This is an optimization exercise on Yosys and OpenROAD, whose aim is small area, not a production implementation. RTL that was checked went through simulation tests only; none was proved equivalent to the original. No activity file was given, so power comes from the tool's default toggle rates.

==> inputs of 06-07 <==
// tang_nano_9k_riscv_monitor
module tang_nano_9k_riscv_monitor
(
  input clk_27mhz,
  input button_s1,
  input uart_rx,
  output [6-1:0] led,
  output uart_tx
);
==> flow/config.mk <==
export PLATFORM = sky130hd
export DESIGN_NAME = tang_nano_9k_riscv_monitor
export DESIGN_NICKNAME = tang_nano_9k_riscv_monitor
export VERILOG_FILES = /design/flow/design.v
export SDC_FILE = /design/flow/constraint.sdc
export NUM_CORES = 4
export LEC_CHECK = 0
export CAP_MARGIN = 20
export CORE_MARGIN = 2
export CORE_UTILIZATION = 80
export PLACE_DENSITY = 0.9
export SLEW_MARGIN = 20
==> flow/constraint.sdc <==
create_clock -name core_clock -period 37.0 [get_ports {clk_27mhz}]
set_input_delay 7.4000 -clock core_clock [delete_from_list [all_inputs] [get_ports {clk_27mhz}]]
set_output_delay 7.4000 -clock core_clock [all_outputs]
set_load 0.01 [all_outputs]
standard.sh (not shown) runs the stock make flow with config.mk's settings and CLKGATE_MAP_FILE= SYNTH_SCRIPT=/design/flow/synth_recipe.tcl, a recipe that flattens the netlist after the stock synthesis.
==> flow/flow/run.sh <==
#!/bin/bash
# The standard layout, with clock tree synthesis told not to add dummy loads
# and to cluster the flip-flops under clkbuf_8 buffers.
set -euo pipefail
export CTS_ARGS="-sink_clustering_enable -repair_clock_nets -dont_use_dummy_load -buf_list sky130_fd_sc_hd__clkbuf_8 -sink_clustering_size 20 -sink_clustering_max_diameter 30"
bash standard.sh > standard.log 2>&1
==> inputs of 03-12, as changes to 06-07 <==
==> flow/flow/run.sh (replaced) <==
#!/bin/bash
# The standard layout, with clock tree synthesis told not to add dummy loads
# and to cluster the flip-flops under clkbuf_8 buffers.
set -euo pipefail
export CTS_ARGS="-sink_clustering_enable -repair_clock_nets -dont_use_dummy_load -buf_list sky130_fd_sc_hd__clkbuf_8 -sink_clustering_size 18 -sink_clustering_max_diameter 40"
bash standard.sh > standard.log 2>&1
- CORE_UTILIZATION: 80 -> 70
- PLACE_DENSITY: 0.9 -> 0.8
==> summary of the runs <==
Of 06-07 and 03-12, 06-07 has the higher clock power (gap about 30%, measured against 03-12). Sequential share of layout area: 03-12 is higher than 06-07 (1.6 points). Utilization: 06-07 is higher than 03-12 (12 points). Between 06-07 and 03-12, the lower worst setup slack is in 06-07 (gap 150 ps). Synthesized cell count is the same in 03-12 and 06-07. Count of clock-buffer cells in the layout: 03-12 is lower than 06-07 (118). In 06-07 the critical path depth is lower than in 03-12, by 1. Worst hold slack: 06-07 is worse than 03-12 (8.3 ps). In 03-12 the via count is lower than in 06-07, by about 13%. Sequential power is about the same in 06-07 and 03-12.

==> trial 35: inputs <==
Starting RTL as in the previous note.
==> flow/config.mk <==
export PLATFORM = sky130hd
export DESIGN_NAME = tang_nano_9k_riscv_monitor
export DESIGN_NICKNAME = tang_nano_9k_riscv_monitor
export VERILOG_FILES = /design/flow/design.v
export SDC_FILE = /design/flow/constraint.sdc
export NUM_CORES = 4
export LEC_CHECK = 0
export CAP_MARGIN = 20
export CORE_MARGIN = 2
export CORE_UTILIZATION = 60
export PLACE_DENSITY = 0.7
export SLEW_MARGIN = 20
==> flow/constraint.sdc <==
create_clock -name core_clock -period 37.0 [get_ports {clk_27mhz}]
set_input_delay 7.4000 -clock core_clock [delete_from_list [all_inputs] [get_ports {clk_27mhz}]]
set_output_delay 7.4000 -clock core_clock [all_outputs]
set_load 0.01 [all_outputs]
==> flow/flow/run.sh <==
#!/bin/bash
# The standard layout, with clock tree synthesis told not to add dummy loads.
set -euo pipefail
export CTS_ARGS="-sink_clustering_enable -repair_clock_nets -dont_use_dummy_load -buf_list sky130_fd_sc_hd__clkbuf_16 -sink_clustering_size 36 -sink_clustering_max_diameter 50"
bash standard.sh > standard.log 2>&1
==> build 60 (differences from trial 35) <==
--- a/flow/design.v
+++ b/flow/design.v
@@ -79,13 +79,13 @@
   reg risc_clk;
   reg risc_rst;
   reg send_trig;
   reg imem_we;
   reg [5:0] monitor_addr;
   reg [2:0] imem_cnt;
-  reg [4:0] ar;
+  reg [4:0] imem_waddr;
   reg [24:0] xr;
   reg tx_bsy;
   always @(posedge clk) begin
     if(rst) begin
       fsm <= FSM_IDLE;
       fifo_re <= 1'b0;
@@ -155,12 +155,15 @@
             fsm <= FSM_IRECV;
           end
         end
         FSM_IRECV: begin
           if(fifo_ov) begin
             imem_cnt <= imem_cnt + 3'd1;
+            if(imem_cnt == 3'd0) begin
+              imem_waddr <= rx_data[4:0];
+            end
             if(imem_cnt == 3'd4) begin
               fsm <= FSM_IWRITE;
             end else begin
               fsm <= FSM_IGET;
             end
           end
@@ -173,21 +176,15 @@
           fsm <= FSM_IDLE;
         end
       endcase
     end
   end
   reg [4:0] ph;
-  reg ph_run;
   wire [3:0] p16 = ph[3:0];
   always @(posedge clk) begin
-    if(ph_run) begin
-      ph <= ph + 5'd1;
-    end else begin
-      ph <= 5'd0;
-    end
-    ph_run <= ph_run | rst;
+    ph <= ph + 5'd1;
   end
   reg tx;
   reg [3:0] tx_q;
   reg [3:0] tx_b;
   reg [7:0] sbuf;
   wire [1:0] a_pair;
@@ -290,41 +287,40 @@
       end
     endcase
   end
   reg [32*25-1:0] imr;
   reg imem_pend;
   wire [24:0] im_head = imr[24:0];
-  wire im_hit = (ph == ar);
+  wire im_hit = (ph == imem_waddr);
   wire im_wr = (imem_we | imem_pend) & im_hit;
   always @(posedge clk) begin
     imr <= { im_wr ? xr : im_head, imr[32*25-1:25] };
     imem_pend <= (imem_we | imem_pend) & ~im_hit;
   end
   localparam [2:0] C_IDLE = 3'd0;
   localparam [2:0] C_WAIT = 3'd1;
   localparam [2:0] C_P1 = 3'd2;
   localparam [2:0] C_P2 = 3'd3;
   localparam [2:0] C_EX = 3'd4;
-  localparam [2:0] C_P0 = 3'd5;
   reg [2:0] cst;
   reg kill;
   reg crst;
   reg [5:0] pc;       
   reg cy;
   reg nz;
   reg sres;
   reg sgn;
+  reg [4:0] shamt;
+  reg [4:0] daddr;
   reg [31:0] tsh;
   wire busy = (cst != C_IDLE);
-  wire in_p0 = (cst == C_P0);
   wire in_p1 = (cst == C_P1);
   wire in_p2 = (cst == C_P2);
-  wire in_wait = (cst == C_WAIT);
   wire x_shift = ~rst & (fsm == FSM_IRECV) & fifo_ov & (imem_cnt != 3'd0);
   wire loading = (fsm == FSM_IGET) | (fsm == FSM_IRECV) | (fsm == FSM_IWRITE) | imem_we | imem_pend;
-  wire x_fetch = (~busy | (in_wait & (p16 != 4'd15))) & ~loading & (ph == pc[5:1]);
+  wire x_fetch = ~busy & ~loading & (ph == pc[5:1]);
   always @(posedge clk) begin
     if(x_shift) begin
       xr <= (imem_cnt == 3'd4) ? enc : { rx_data, xr[24:8] };
     end else if(x_fetch) begin
       xr <= im_head;
     end
@@ -354,33 +350,35 @@
   wire [2:0] bf3 = { F7[3:2], RD[0] };
   wire [5:0] boff = { F7[1:0], RD[4:1] };
   reg [1023:0] rf;
   reg [1023:0] dm;
   reg clr_pend;
   reg clr_act;
-  wire [4:0] a_addr = ~busy ? monitor_addr[4:0] : (in_p0 | (in_p2 & is_s)) ? RS2 : RS1;
+  wire [4:0] a_addr = busy ? RS1 : monitor_addr[4:0];
   wire [1:0] rf_head [0:31];
   wire [1:0] dm_head [0:31];
   wire rd_we;
   wire [1:0] rd_wd;
   wire st_we;
+  wire [1:0] b_pair;
   genvar k;
   generate
     for(k = 0; k < 32; k = k + 1) begin : g_ring
       assign rf_head[k] = rf[32*k +: 2];
       assign dm_head[k] = dm[32*k +: 2];
       wire rf_ins = clr_act | (rd_we & (RD == k));
-      wire dm_ins = st_we & (ar == k);
+      wire dm_ins = st_we & (daddr == k);
       always @(posedge clk) begin
         rf[32*k +: 32] <= { rf_ins ? (clr_act ? 2'b00 : rd_wd) : rf[32*k +: 2], rf[32*k+2 +: 30] };
-        dm[32*k +: 32] <= { dm_ins ? a_pair : dm[32*k +: 2], dm[32*k+2 +: 30] };
+        dm[32*k +: 32] <= { dm_ins ? b_pair : dm[32*k +: 2], dm[32*k+2 +: 30] };
       end
     end
   endgenerate
   assign a_pair = rf_head[a_addr];
-  wire [1:0] d_pair = dm_head[ar];
+  assign b_pair = rf_head[RS2];
+  wire [1:0] d_pair = dm_head[daddr];
   always @(posedge clk) begin
     if(rst) begin
       clr_pend <= 1'b1;
       clr_act <= 1'b0;
     end else if(clr_act) begin
       if(p16 == 4'd15) begin
@@ -400,13 +398,13 @@
       4'd3: imm_pair = imm[7:6];
       4'd4: imm_pair = imm[9:8];
       4'd5: imm_pair = imm[11:10];
       default: imm_pair = { imm[11], imm[11] };
     endcase
   end
-  wire [1:0] bsrc = use_imm ? imm_pair : { tsh[30], tsh[31] };
+  wire [1:0] bsrc = use_imm ? imm_pair : b_pair;
   wire [1:0] bb = sub ? ~bsrc : bsrc;
   wire cin = (p16 == 4'd0) ? sub : cy;
   wire s0 = a_pair[0] ^ bb[0] ^ cin;
   wire c0 = (a_pair[0] & bb[0]) | (a_pair[0] & cin) | (bb[0] & cin);
   wire s1 = a_pair[1] ^ bb[1] ^ c0;
   wire c1 = (a_pair[1] & bb[1]) | (a_pair[1] & c0) | (bb[1] & c0);
@@ -434,18 +432,17 @@
       default: taken_c = 1'b0;
     endcase
   end
   wire taken = is_b & taken_c;
   wire right = af3[2];
   wire fill = right & arith & sgn;
-  wire [5:0] u = right ? (6'd32 - { 1'b0, ar }) : { 1'b0, ar };
+  wire [5:0] u = right ? (6'd32 - { 1'b0, shamt }) : { 1'b0, shamt };
   wire [33:0] wv = { tsh, right ? { fill, fill } : { a_pair[0], a_pair[1] } };
   wire [1:0] sh_pair = { wv[u], wv[u + 6'd1] };
-  wire t_rot = in_p1 & (is_b | (is_r & ~is_shift));
-  wire t_load = in_p0 | (in_p1 & right) | (in_p2 & ~right);
-  wire [1:0] t_in = t_rot ? tsh[31:30] : t_load ? { a_pair[0], a_pair[1] } : { 2{ in_p2 & fill } };
+  wire t_load = (in_p1 & right) | (in_p2 & ~right);
+  wire [1:0] t_in = t_load ? { a_pair[0], a_pair[1] } : { 2{ in_p2 & fill } };
   wire last = (p16 == 4'd15);
   wire in_ex = (cst == C_EX);
   wire done = (in_p1 & last & ~two_pass & ~is_slt) | (in_p2 & last) | in_ex;
   assign rd_we = ~kill & ((in_p1 & is_alu & ~is_shift) | (in_p2 & (is_shift | is_l)) | in_ex);
   assign rd_wd = in_ex ? { 1'b0, sres } :
                  in_p1 ? (is_slt ? 2'b00 : alu_pair) :
@@ -457,14 +454,13 @@
       kill <= rst;
       crst <= risc_rst;
     end else begin
       if(rst) kill <= 1'b1;
       case(cst)
         C_IDLE: ;
-        C_WAIT: if(last) cst <= (is_r | is_b) ? C_P0 : C_P1;
-        C_P0: if(last) cst <= C_P1;
+        C_WAIT: if(last) cst <= C_P1;
         C_P1: if(last) cst <= two_pass ? C_P2 : (is_slt ? C_EX : C_IDLE);
         C_P2: if(last) cst <= C_IDLE;
         default: cst <= C_IDLE;
       endcase
     end
   end
@@ -472,26 +468,24 @@
     cy <= c1;
     nz <= ((p16 == 4'd0) ? 1'b0 : nz) | s0 | s1;
     if(in_p1 & last) begin
       sres <= (af3[0]) ? ltu : lt;
       sgn <= a_pair[1];
     end
-    if(~rst && fsm == FSM_IRECV && fifo_ov && imem_cnt == 3'd0) begin
-      ar <= rx_data[4:0];
-    end else if(in_p0 | (in_p1 & is_i)) begin
+    if(in_p1) begin
       case(p16)
-        4'd0: ar[1:0] <= in_p0 ? a_pair : bsrc;
-        4'd1: ar[3:2] <= in_p0 ? a_pair : bsrc;
-        4'd2: ar[4] <= in_p0 ? a_pair[0] : bsrc[0];
-        default: ;
-      endcase
-    end else if(in_p1 & is_ls) begin
-      case(p16)
-        4'd1: ar[1:0] <= { s1, s0 };
-        4'd2: ar[3:2] <= { s1, s0 };
-        4'd3: ar[4] <= s0;
+        4'd0: shamt[1:0] <= bsrc;
+        4'd1: begin
+          shamt[3:2] <= bsrc;
+          daddr[1:0] <= { s1, s0 };
+        end
+        4'd2: begin
+          shamt[4] <= bsrc[0];
+          daddr[3:2] <= { s1, s0 };
+        end
+        4'd3: daddr[4] <= s0;
         default: ;
       endcase
     end
     tsh <= { tsh[29:0], t_in };
   end
   always @(posedge clk) begin
==> flow/run.sh (new file) <==
#!/bin/bash
# synth_recipe.tcl (not shown) runs the flow's synth.tcl, then flattens the netlist and writes it again
# the make line also repeats each setting of config.mk as NAME=value (left out here)
make -C /OpenROAD-flow-scripts/flow DESIGN_CONFIG=/design/flow/config.mk WORK_HOME=/design/flow/orfs CLKGATE_MAP_FILE= SYNTH_SCRIPT=/design/flow/synth_recipe.tcl finish
Settings changed: ABC_AREA set to 1, CTS_BUF_LIST set to sky130_fd_sc_hd__clkbuf_8, CTS_CLUSTER_DIAMETER set to 40, CTS_CLUSTER_SIZE set to 16.
removed: flow/flow/run.sh
removed: flow/standard.sh
==> build 32 (differences from trial 35) <==
==> flow/flow/run.sh (replaced) <==
#!/bin/bash
# The standard layout, with clock tree synthesis told not to add dummy loads
# and to cluster the flip-flops under clkbuf_8 buffers.
set -euo pipefail
export CTS_ARGS="-sink_clustering_enable -repair_clock_nets -dont_use_dummy_load -buf_list sky130_fd_sc_hd__clkbuf_8 -sink_clustering_size 20 -sink_clustering_max_diameter 40"
bash standard.sh > standard.log 2>&1
Settings changed: CORE_UTILIZATION 60 to 70, PLACE_DENSITY 0.7 to 0.8.
==> summary.md <==
| Metric | Value |
|---|---|
| Mux cell area share after synthesis | 0.01543 |
| Starting density of the core | 0.6061 |
| Multi-input combinational area share | 0.1117 |
| Seq/Total Area, Yosys | 0.8701 |
| FF+latch count, synth | 2991 |
| GR Layer Usage met2 | 0.2542 |
| Antenna violations before repair | 5 |
| Compound-cell area share of the yosys netlist | 0.03923 |
| Met3 Use GR | 0.03064 |
| Design area | 0.07467 sq mm |
| Detail Route met2 WL | 42530 microns |
| Vert. Die Dim | 344.1 microns |
| Final Critical Period | 16650 ps |
| Status | timing/DRC/antenna clean |
| FF+latch area | 0.06039 sq mm |
| Syn Nets | 4478 |
| Worst Skew | 124.5 ps |
| WL met1 | 50110 microns |
| List of most frequent post-synthesis cells | dfxtp_1, nand2_1, nor2_1 |
(the above is from trial 35)
==> summary.md <==
| Metric | Value |
|---|---|
| Multi-input combinational area share | 0.1015 |
| WL met1 | 50810 microns |
| Antenna violations before repair | 2 |
| Status | timing/DRC/antenna clean |
| Met3 Use GR | 0.03894 |
| FF+latch area | 0.06067 sq mm |
| Design area | 0.07588 sq mm |
| Detail Route met2 WL | 43550 microns |
| List of most frequent post-synthesis cells | dfxtp_1, nand2_1, inv_1 |
| Seq/Total Area, Yosys | 0.8695 |
| GR Layer Usage met2 | 0.2605 |
| Compound-cell area share of the yosys netlist | 0.03004 |
| FF+latch count, synth | 3000 |
(the above is from build 60)
==> summary.md <==
| Metric | Value |
|---|---|
| FF+latch count, synth | 2991 |
| Status | timing/DRC/antenna clean |
| Starting density of the core | 0.7062 |
| Final Critical Period | 16590 ps |
| Multi-input combinational area share | 0.1136 |
| Met3 Use GR | 0.03582 |
| Detail Route met2 WL | 47720 microns |
| Mux cell area share after synthesis | 0.01543 |
| FF+latch area | 0.06039 sq mm |
(the above is from build 32)
For build 60, only the layout was checked, not whether the RTL still works.

re-timing with driven ports:
In the flow no input, the clock included, has a driving cell. The finished layouts below were timed again as built, in two steps.
Step 1: set_driving_cell puts a clkbuf_16 on clk_27mhz and a buf_2 on each other input, an assumption about the parent block.
Step 2 moves the port delays by t, midway between the first and last clock arrival at a register: inputs arrive t later, outputs are due t later. That takes back most of the time a late clock gives input paths.
Slacks: ideal / step 1 / step 2; pairs: ideal / step 1.
| run | shift t [ns] | setup slack, ns | worst hold slack (ns) | worst register clock-pin slew, ns | pins driven straight from the clock port |
|---|---|---|---|---|---|
| 06-07 | 1.028 | 20.262 / 20.195 / 20.195 | 0.259 / 0.259 / 0.259 | 0.12 / 0.12 | 1 |
| 03-12 | 0.903 | 20.409 / 20.387 / 20.387 | 0.268 / 0.268 / 0.268 | 0.11 / 0.11 | 1 |
| trial 35 | 0.803 | 20.350 / 20.329 / 20.329 | 0.237 / 0.237 / 0.237 | 0.12 / 0.12 | 1 |
| build 60 | 0.950 | 20.667 / 20.646 / 20.646 | 0.296 / 0.296 / 0.296 | 0.10 / 0.10 | 1 |
| build 32 | 0.914 | 20.411 / 20.388 / 20.388 | 0.248 / 0.248 / 0.248 | 0.11 / 0.11 | 1 |
After both steps every run listed still meets setup and hold. The setup slack of 06-07, which loses most, moves by -0.067 ns with the drivers and by -0.067 ns with both steps.
